Source: an optimization exercise on an open RTL-to-GDS flow (aim: small area). Production flows keep margins and buffers that such runs may drop. The RTL was checked by simulation tests, not by an equivalence proof against the original design. Power figures rest on the tool's default switching activity, not on a simulated workload.

## quartz
## mainClock
module mainClock(
    output Vsync,
    output Hsync,
    output [2:0] Rcolor,
    output [2:0] Gcolor,
    output [1:0] Bcolor,
    output reg [3:0] lScore,
    output reg [3:0] rScore,
    output [1:0] winner,
    output reg speakerOut,
    input FPGAclk,
    input reset,
    input startGame,
    input setColor,
    input setSpeed,
    input [2:0] Rinput,
    input [2:0] Ginput,
    input [1:0] Binput,
    input encoderLA,
    input encoderLB,
    input encoderRA,
    input encoderRB
    );
    function [15:0] add;
        input [15:0] a;
        input [15:0] b;
        input ci;
        integer i;
        reg c;
        begin
            c = ci;
            for (i = 0; i < 16; i = i + 1) begin
                add[i] = a[i] ^ b[i] ^ c;
                c = (a[i] & b[i]) | (c & (a[i] ^ b[i]));
            end
        end
    endfunction
    function ltu;
        input [15:0] a;
        input [15:0] b;
        integer i;
        reg c;
        begin
            c = 0;
            for (i = 0; i < 16; i = i + 1)
                c = (~a[i] & b[i]) | (~a[i] & c) | (b[i] & c);
            ltu = c;
        end
    endfunction
    reg ph;              
    reg [9:0] X;         
    reg [9:0] Y;         
    reg inv;             
    reg [2:0] Rmem;
    reg [2:0] Gmem;
    reg [1:0] Bmem;
    reg [7:0] gameSpeed;
    reg [7:0] gameCount;
  ...
Size: ~800 cells after synthesis, ~120 flip-flops, ~38 I/O pins, roughly 0.0079 sq mm of cells after synthesis.
==> flow/config.mk <==
export PLATFORM = sky130hd
export DESIGN_NAME = mainClock
export DESIGN_NICKNAME = mainClock
export VERILOG_FILES = /design/flow/design.v
export SDC_FILE = /design/flow/constraint.sdc
export NUM_CORES = 4
export LEC_CHECK = 0
export CAP_MARGIN = 20
export CORE_MARGIN = 2
export CORE_UTILIZATION = 55
export SLEW_MARGIN = 20
==> flow/constraint.sdc <==
create_clock -name core_clock -period 20.0 [get_ports {FPGAclk}]
set_input_delay 4.0000 -clock core_clock [delete_from_list [all_inputs] [get_ports {FPGAclk}]]
set_output_delay 4.0000 -clock core_clock [all_outputs]
set_load 0.01 [all_outputs]
standard.sh (not shown) runs the stock make flow with config.mk's settings and CLKGATE_MAP_FILE= SYNTH_SCRIPT=/design/flow/synth_recipe.tcl, a recipe that flattens the netlist after the stock synthesis.
==> flow/flow/run.sh <==
#!/bin/bash
# Own layout flow: the standard ORFS flow, with an area-oriented ABC
# script for the combinational mapping and a clock tree without dummy loads.
# Registers come from the standard synthesis unchanged (ABC does not touch
# flip-flops).  Each tool's output is in the ORFS logs under orfs/logs; the
# make output is in flow_make.log here.
set -euo pipefail
rm -rf scripts_area
cp -r "$FLOW_HOME/scripts" scripts_area
cp flow/abc_area.script scripts_area/abc_area.script
bash standard.sh "SCRIPTS_DIR=$PWD/scripts_area" ABC_AREA=1 \
    "CTS_ARGS=-sink_clustering_enable -repair_clock_nets -dont_use_dummy_load -buf_list sky130_fd_sc_hd__clkbuf_4" \
    finish > flow_make.log 2>&1
==> flow/flow/abc_area.script <==
strash
dc2
balance
resub -K 8
rewrite -z
resub -K 10 -z
refactor -z
dc2
dch -f
amap
topo
## Diff of input files: xenon against quartz
- changing CORE_UTILIZATION from 55 to 40
- setting ABC_AREA to 1 for the first time
- setting CTS_BUF_LIST to sky130_fd_sc_hd__clkbuf_8 for the first time
==> flow/run.sh (new file) <==
#!/bin/bash
# synth_recipe.tcl (not shown) runs the flow's synth.tcl, then flattens the netlist and writes it again
# the make line also repeats each setting of config.mk as NAME=value (left out here)
make -C /OpenROAD-flow-scripts/flow DESIGN_CONFIG=/design/flow/config.mk WORK_HOME=/design/flow/orfs CLKGATE_MAP_FILE= SYNTH_SCRIPT=/design/flow/synth_recipe.tcl finish
removed: flow/flow/run.sh
removed: flow/flow/abc_area.script
removed: flow/standard.sh
==> comparison <==
The met2 routed wirelength of xenon is higher than that of quartz.
In the tables for xenon and quartz, global-route wire length before repair reads higher with xenon.
Compare xenon and quartz | share of cell area taken by flip-flops and latches lower: xenon
Fmax (lower): quartz

wip/yarrow:
mainClock again, from the RTL that the note above started with.
==> flow/config.mk <==
export PLATFORM = sky130hd
export DESIGN_NAME = mainClock
export DESIGN_NICKNAME = mainClock
export VERILOG_FILES = /design/flow/design.v
export SDC_FILE = /design/flow/constraint.sdc
export NUM_CORES = 4
export LEC_CHECK = 0
export CAP_MARGIN = 20
export CORE_MARGIN = 2
export CORE_UTILIZATION = 70
export SLEW_MARGIN = 20
==> flow/constraint.sdc <==
create_clock -name core_clock -period 20.0 [get_ports {FPGAclk}]
set_input_delay 4.0000 -clock core_clock [delete_from_list [all_inputs] [get_ports {FPGAclk}]]
set_output_delay 4.0000 -clock core_clock [all_outputs]
set_load 0.01 [all_outputs]
==> flow/flow/run.sh <==
#!/bin/bash
# Own layout flow: the standard ORFS flow (standard.sh) with
#  - an area-oriented ABC script (flow/abc_area.script) for the
#    combinational mapping, and no separate full/half-adder extraction,
#    so ABC maps the adders too;
#  - a clock tree built from clkbuf_4 without dummy loads.
# Registers come from the standard synthesis unchanged (dfflibmap runs before
# ABC, which does not touch flip-flops).  Each tool's full output is in the
# ORFS logs under orfs/logs; make's own output is in flow_make.log here.
set -euo pipefail
rm -rf scripts_area
cp -r "$FLOW_HOME/scripts" scripts_area
cp flow/abc_area.script scripts_area/abc_area.script
bash standard.sh "SCRIPTS_DIR=$PWD/scripts_area" ABC_AREA=1 ADDER_MAP_FILE= \
    "CTS_ARGS=-sink_clustering_enable -repair_clock_nets -dont_use_dummy_load -buf_list sky130_fd_sc_hd__clkbuf_4" \
    finish > flow_make.log 2>&1
==> flow/flow/abc_area.script <==
strash
&get -n
&deepsyn -T 120
&put
dch -f
amap
topo
### wip/yarrow -> wip/tundra
- CORE_UTILIZATION now 80, was 70
--- outcome ---
- 3_3_place_gp: wip/tundra exited with error
- Looking at the reports, wip/yarrow completed the entire flow and the layout it produced met the timing, design-rule and antenna checks.
- Placement row count ended up 2 lower on wip/tundra than on wip/yarrow.
- wip/tundra -> wip/yarrow: share of async-settable or async-resettable flops after synthesis flat
- Number of enable flip-flop cells after synthesis: wip/yarrow vs wip/tundra identical
- wip/tundra ended with more initial core utilization than wip/yarrow.
### wip/tundra -> wip/maple
- CORE_UTILIZATION: 80 -> 55
==> flow/flow/run.sh <==
#!/bin/bash
set -euo pipefail
rm -rf scripts_area
cp -r "$FLOW_HOME/scripts" scripts_area
cp flow/abc_area.script scripts_area/abc_area.script
bash standard.sh "SCRIPTS_DIR=$PWD/scripts_area" ABC_AREA=1 ADDER_MAP_FILE= \
    "CTS_ARGS=-sink_clustering_enable -repair_clock_nets -dont_use_dummy_load -buf_list sky130_fd_sc_hd__clkbuf_4 -sink_clustering_size 15 -sink_clustering_max_diameter 80" \
    finish > flow_make.log 2>&1
==> flow/flow/abc_area.script <==
strash
dc2
balance
resub -K 8
rewrite -z
resub -K 10 -z
refactor -z
dc2
dch -f
amap
topo
==> summary.txt <==
wip/maple went all the way through synthesis, placement and routing and the layout is clean on timing, DRC and antenna. Cmp wip/maple and wip/tundra / count of different cell masters after synthesis / higher: wip/tundra. [compare] base=wip/tundra new=wip/maple: mean instance size in the synthesized netlist fell about 1.5%; post-synthesis instance area now larger.
Here is what was changed in the inputs of wip/harbor compared with wip/maple.
==> flow/flow/run.sh <==
#!/bin/bash
# Own layout flow: the standard ORFS flow (standard.sh) with
#  - an area-oriented ABC script (flow/abc_area.script) for the
#    combinational mapping, and no separate full/half-adder extraction,
#    so ABC maps the adders too;
#  - a clock tree built from clkbuf_4 without dummy loads.
# Registers come from the standard synthesis unchanged (dfflibmap runs before
# ABC, which does not touch flip-flops).  Each tool's full output is in the
# ORFS logs under orfs/logs; make's own output is in flow_make.log here.
set -euo pipefail
rm -rf scripts_area
cp -r "$FLOW_HOME/scripts" scripts_area
cp flow/abc_area.script scripts_area/abc_area.script
bash standard.sh "SCRIPTS_DIR=$PWD/scripts_area" ABC_AREA=1 ADDER_MAP_FILE= \
    "CTS_ARGS=-sink_clustering_enable -repair_clock_nets -dont_use_dummy_load -buf_list sky130_fd_sc_hd__clkbuf_4" \
    finish > flow_make.log 2>&1
==> flow/flow/abc_area.script <==
strash
&get -n
&deepsyn -T 60
&put
dch -f
amap
topo
==> summary.txt <==
Total number of placement rows: wip/harbor < wip/maple
On detailed placer's ending HPWL, wip/maple loses to wip/harbor.
wip/harbor vs wip/maple, switching component of the power went down by about 17%.
Side by side, worst setup slack turned out higher in wip/harbor than in wip/maple.
[compare] base=wip/maple new=wip/harbor: power consumed by sequential cells rose about 5%; number of flip-flops and latches about even; final instance area fell 320 um^2.

The RTL this note starts from:
==> flow/design.v <==
module mainClock(
    output Vsync,
    output Hsync,
    output [2:0] Rcolor,
    output [2:0] Gcolor,
    output [1:0] Bcolor,
    output reg [3:0] lScore,
    output reg [3:0] rScore,
    output [1:0] winner,
    output reg speakerOut,
    input FPGAclk,
    input reset,
    input startGame,
    input setColor,
    input setSpeed,
    input [2:0] Rinput,
    input [2:0] Ginput,
    input [1:0] Binput,
    input encoderLA,
    input encoderLB,
    input encoderRA,
    input encoderRB
    );
    function [15:0] add;
        input [15:0] a;
        input [15:0] b;
        input ci;
        integer i;
        reg c;
        begin
            c = ci;
            for (i = 0; i < 16; i = i + 1) begin
                add[i] = a[i] ^ b[i] ^ c;
                c = (a[i] & b[i]) | (c & (a[i] ^ b[i]));
            end
        end
    endfunction
    function ltu;
        input [15:0] a;
        input [15:0] b;
        integer i;
        reg c;
        begin
            c = 0;
            for (i = 0; i < 16; i = i + 1)
                c = (~a[i] & b[i]) | (~a[i] & c) | (b[i] & c);
            ltu = c;
        end
    endfunction
    reg ph;              
    reg [9:0] X;         
    reg [9:0] Y;         
    reg inv;             
    reg [2:0] Rmem;
    reg [2:0] Gmem;
    reg [1:0] Bmem;
    reg [7:0] gameSpeed;
    reg [7:0] gameCount;
    reg [13:0] pauseCount;
    reg [4:0] toneFrq;
    reg playTone;
    reg [8:0] lp;        
    reg [8:0] rp;        
    reg [8:0] bh;        
    reg [7:0] bv;        
    reg mr, md;
    reg prevRA, prevLA;
    reg [1:0] gameState;
    reg wl;              
    wire disp = ~(X[9] & (X[8] | X[7]));            
    wire dp = ~ph & disp;                           
    wire cv = (X != 0) & ltu(X, 641);   
    assign Hsync = ~(~ltu(X, 657) & ltu(X, 752));
    wire yhigh = Y[9] & ((~Y[8] & Y[5] & (Y[3] | (Y[2] & Y[1] & Y[0]))) | (Y[8] & Y[1]));
    assign Vsync = ~yhigh;
    wire x656 = (X == 656);
    wire x799 = X[9] & X[8] & (&X[4:0]);
    wire y479 = ~Y[9] & Y[8] & Y[7] & Y[6] & (&Y[4:0]);
    wire y552 = Y[9] & ~Y[8] & Y[5] & Y[3];
    assign Rcolor = cv ? (Rmem ^ {3{inv}}) : 3'd0;
    assign Gcolor = cv ? (Gmem ^ {3{inv}}) : 3'd0;
    assign Bcolor = cv ? (Bmem ^ {2{inv}}) : 2'd0;
    wire g3 = gameState[1] & gameState[0];
    assign winner = {g3 & ~wl, g3 & wl};
    wire [8:0] V = Y[8:0];
    wire [4:0] step = 5'd17 - {1'b0, gameSpeed[7:4]};
    wire run = gameState[1] | gameState[0];
    wire mvR = run & encoderRA & ~prevRA;
    wire mvL = run & encoderLA & ~prevLA;
    wire [15:0] rsum = add({7'b0, rp}, {6'b0, {5{encoderRB}}, step ^ {5{encoderRB}}}, encoderRB);
    wire [15:0] lsum = add({7'b0, lp}, {6'b0, {5{encoderLB}}, step ^ {5{encoderLB}}}, encoderLB);
    wire rok = encoderRB ? ~rsum[9] : ltu(rsum[8:0], 355);
    wire lok = encoderLB ? ~lsum[9] : ltu(lsum[8:0], 355);
    wire [8:0] rp_n = (mvR & rok) ? rsum[8:0] : rp;
    wire [8:0] lp_n = (mvL & lok) ? lsum[8:0] : lp;
    wire [8:0] pd = X[9] ? rp_n : lp_n;
    wire [15:0] dP = add({7'b0, V}, {6'b0, 1'b1, ~pd}, 1'b1);
    wire vP = ~dP[9] & ~ltu(dP[8:0], 16) & ltu(dP[8:0], 115);
    wire hP = (~ltu(X, 601) & ltu(X, 620)) | (~ltu(X, 21) & ltu(X, 40));
    wire [15:0] dBH = add({7'b0, X[9:1]}, {6'b0, 1'b1, ~bh}, 1'b1);
    wire hB = ~dBH[9] & ltu(dBH[8:0], 10) & ((dBH[3:0] != 0) | X[0]);
    wire [15:0] dBV = add({8'b0, V[8:1]}, {7'b0, 1'b1, ~bv}, 1'b1);
    wire vB = ~dBV[8] & ~ltu(dBV[7:0], 8) & (ltu(dBV[7:0], 17) | ((dBV[7:0] == 17) & ~V[0]));
    wire hit = (hP & vP) | (hB & vB);
    wire [7:0] gs_n = setSpeed ? {Rinput, Ginput, Binput} : gameSpeed;
    wire stepNow = ~ltu(gameCount, gs_n);
    wire s1 = gameState == 1;
    wire s2 = gameState == 2;
    wire gstep = dp & s1 & stepNow;
    wire rw = mr & bh[8] & bh[5] & bh[4] & bh[2] & bh[1];    
    wire lw = ~mr & (bh == 0);
    wire wall = rw | lw;
    wire lwin = rw & lScore[3] & lScore[0];                  
    wire rwin = lw & rScore[3] & rScore[0];
    wire win = lwin | rwin;
    wire [8:0] pc_ = mr ? rp_n : lp_n;
    wire [15:0] dC = add({7'b0, bv, 1'b0}, {6'b0, 1'b1, ~pc_}, 1'b1);
    wire pHit = dC[9] ? ~ltu(dC[8:0], 9'h1ed) : ltu(dC[8:0], 100);
    wire inCol = mr ? (~ltu(bh, 291) & ltu(bh, 300)) : (ltu(bh, 20) & ~ltu(bh, 11));
    wire phit = ~wall & inCol & pHit;
    wire lt6200 = ltu(pauseCount, 6200);
    wire tinc = playTone & lt6200;
    wire tz = playTone & ~lt6200;
    wire s3ns = dp & g3 & ~startGame;
    wire s23 = (dp & s2) | s3ns;
    wire [15:0] pcsum = add({2'b0, pauseCount}, {14'b0, tinc & s23, 1'b0}, tinc ^ s23);
    wire gt1250 = ~tz & (tinc ? ~ltu(pauseCount, 1250) : ~ltu(pauseCount, 1251));
    wire ge625 = ~tz & (tinc ? ~ltu(pauseCount, 624) : ~ltu(pauseCount, 625));
    wire pclr = (gstep & win) | (s3ns & gt1250) | tz;
    always @(posedge FPGAclk) begin
        prevRA <= encoderRA;
        prevLA <= encoderLA;
        if (dp) inv <= hit;
        if (gstep & wall) wl <= rw;
    end
    always @(posedge FPGAclk or posedge reset) begin
        if (reset) begin
            ph <= 0; X <= 656; Y <= 1021;
            Rmem <= 0; Gmem <= 0; Bmem <= 0;
            gameSpeed <= 128; gameCount <= 0; pauseCount <= 0; toneFrq <= 0; playTone <= 1;
            speakerOut <= 0;
            lp <= 190; rp <= 190; bh <= 155; bv <= 115; mr <= 0; md <= 0;
            gameState <= 0; lScore <= 0; rScore <= 0;
        end else begin
            ph <= ~ph;
            rp <= rp_n;
            lp <= lp_n;
            if (tinc) begin
                toneFrq <= add(toneFrq, 0, 1);
                if (&toneFrq) speakerOut <= ~speakerOut;
            end
            playTone <= (playTone & lt6200) | (gstep & phit);
            pauseCount <= pclr ? {13'b0, tz & s23} : pcsum[13:0];
            if (~ph) begin
                X <= x799 ? 10'd0 : add(X, 0, 1);
                if (x656) Y <= y479 ? 10'd512 : y552 ? 10'd0 : add(Y, 0, 1);
            end
            if (dp) begin
                if (setColor) begin
                    Rmem <= Rinput; Gmem <= Ginput; Bmem <= Binput;
                end
                gameSpeed <= gs_n;
                case (gameState)
                    0: if (startGame) gameState <= 1;
                    1: begin
                        gameCount <= stepNow ? 8'd0 : add(gameCount, 0, 1);
                        if (stepNow) begin
                            if (wall) begin
                                mr <= lw;
                                bh <= 155;
                                bv <= md ? 116 : 114;
                                gameState <= win ? 2'd3 : 2'd2;
                                if (rw & ~win) lScore <= add(lScore, 0, 1);
                                if (lw & ~win) rScore <= add(rScore, 0, 1);
                            end else begin
                                if (phit) mr <= ~mr;
                                else bh <= add(bh, mr ? 0 : 16'hffff, mr);
                                if (md) begin
                                    bv <= add(bv, (bv == 218) ? 16'hffff : 0, bv != 218);
                                    if (bv == 218) md <= 0;
                                end else begin
                                    if (bv == 0) md <= 1;
                                    else bv <= add(bv, 16'hffff, 0);
                                end
                            end
                        end
                    end
                    2: if (~playTone & (&pauseCount)) gameState <= 1;
                    3: begin
                        if (startGame) begin
                            lScore <= 0; rScore <= 0; gameState <= 1;
                        end else if (wl) begin
                            lScore[2:1] <= {2{ge625}};
                        end else begin
                            rScore[2:1] <= {2{ge625}};
                        end
                    end
                endcase
            end
        end
    end
endmodule
Settings: LEC_CHECK=0, CAP_MARGIN=20, CORE_MARGIN=2, CORE_UTILIZATION=55, SLEW_MARGIN=20; clock period 20.0 ns.
==> flow/flow/run.sh <==
#!/bin/bash
set -euo pipefail
rm -rf scripts_area
cp -r "$FLOW_HOME/scripts" scripts_area
cp flow/abc_area.script scripts_area/abc_area.script
bash standard.sh "SCRIPTS_DIR=$PWD/scripts_area" ABC_AREA=1 ADDER_MAP_FILE= \
    "CTS_ARGS=-sink_clustering_enable -repair_clock_nets -dont_use_dummy_load -buf_list sky130_fd_sc_hd__clkbuf_8 -sink_clustering_size 30 -sink_clustering_max_diameter 100" \
    finish > flow_make.log 2>&1
==> flow/flow/abc_area.script <==
strash
dc2
balance
resub -K 8
rewrite -z
resub -K 10 -z
refactor -z
dc2
dch -f
amap
topo
The starting point ran to the end with no violations.
Then changed:
==> flow/flow/run.sh (replaced) <==
#!/bin/bash
# Own layout flow: the standard ORFS flow (standard.sh) with
#  - an area-oriented ABC script (flow/abc_area.script) for the
#    combinational mapping, and no separate full/half-adder extraction,
#    so ABC maps the adders too;
#  - a clock tree built from clkbuf_4 without dummy loads.
# Registers come from the standard synthesis unchanged (dfflibmap runs before
# ABC, which does not touch flip-flops).  Each tool's full output is in the
# ORFS logs under orfs/logs; make's own output is in flow_make.log here.
set -euo pipefail
rm -rf scripts_area
cp -r "$FLOW_HOME/scripts" scripts_area
cp flow/abc_area.script scripts_area/abc_area.script
bash standard.sh "SCRIPTS_DIR=$PWD/scripts_area" ABC_AREA=1 ADDER_MAP_FILE= \
    "CTS_ARGS=-sink_clustering_enable -repair_clock_nets -dont_use_dummy_load -buf_list sky130_fd_sc_hd__clkbuf_4" \
    finish > flow_make.log 2>&1
==> flow/flow/abc_area.script (replaced) <==
strash
&get -n
&deepsyn -T 120
&put
dch -f
amap
topo
First-iteration DRC count drops by 20%.
Non-clock buffer count goes down by 3.
Die area is lower by 4.3%.
Count of clock-buffer cells in the layout is unchanged.
Register-to-register slack got worse by 0.98 ns.
Utilization went down by 0.64 points.
Synthesized cell count went down by 5.8%.
Maximum frequency went down by 5.2%.
Worst hold slack gets worse by 0.0035 ns.

[static timing again, ports no longer ideal]
In the flow no input, the clock included, has a driving cell. The finished layouts below were timed again as built, in two steps. Step 1 sets driving cells, clkbuf_16 on the clock port and buf_2 on the other inputs (assumed; they add their load-dependent delay and slew). Step 2 also shifts input and output timing later by t, the mid clock arrival at the registers, as if the neighbouring blocks saw the same clock. a / b / c = ideal / step 1 / step 2; a / b = the first two.
| run | t (ns) | slack for setup (ns) | worst setup path at the end |
|---|---|---|---|
| quartz | 0.544 | 5.933 / 5.944 / 5.400 | input to register |
| xenon | 0.489 | 7.363 / 7.381 / 6.892 | input to register |
| wip/yarrow | 0.562 | 7.100 / 7.104 / 6.541 | input to register |
| wip/maple | 0.553 | 8.026 / 8.021 / 7.468 | input to register |
| wip/harbor | 0.554 | 8.074 / 8.086 / 7.532 | input to register |
| the first run of note 3 | 0.465 | 7.969 / 7.967 / 7.502 | input to register |
| the second run of note 3 | 0.546 | 7.314 / 7.323 / 6.776 | input to register |
After both steps every run listed still meets setup and hold. The setup slack of wip/yarrow, which loses most, moves by +0.004 ns with the drivers and by -0.559 ns with both steps.
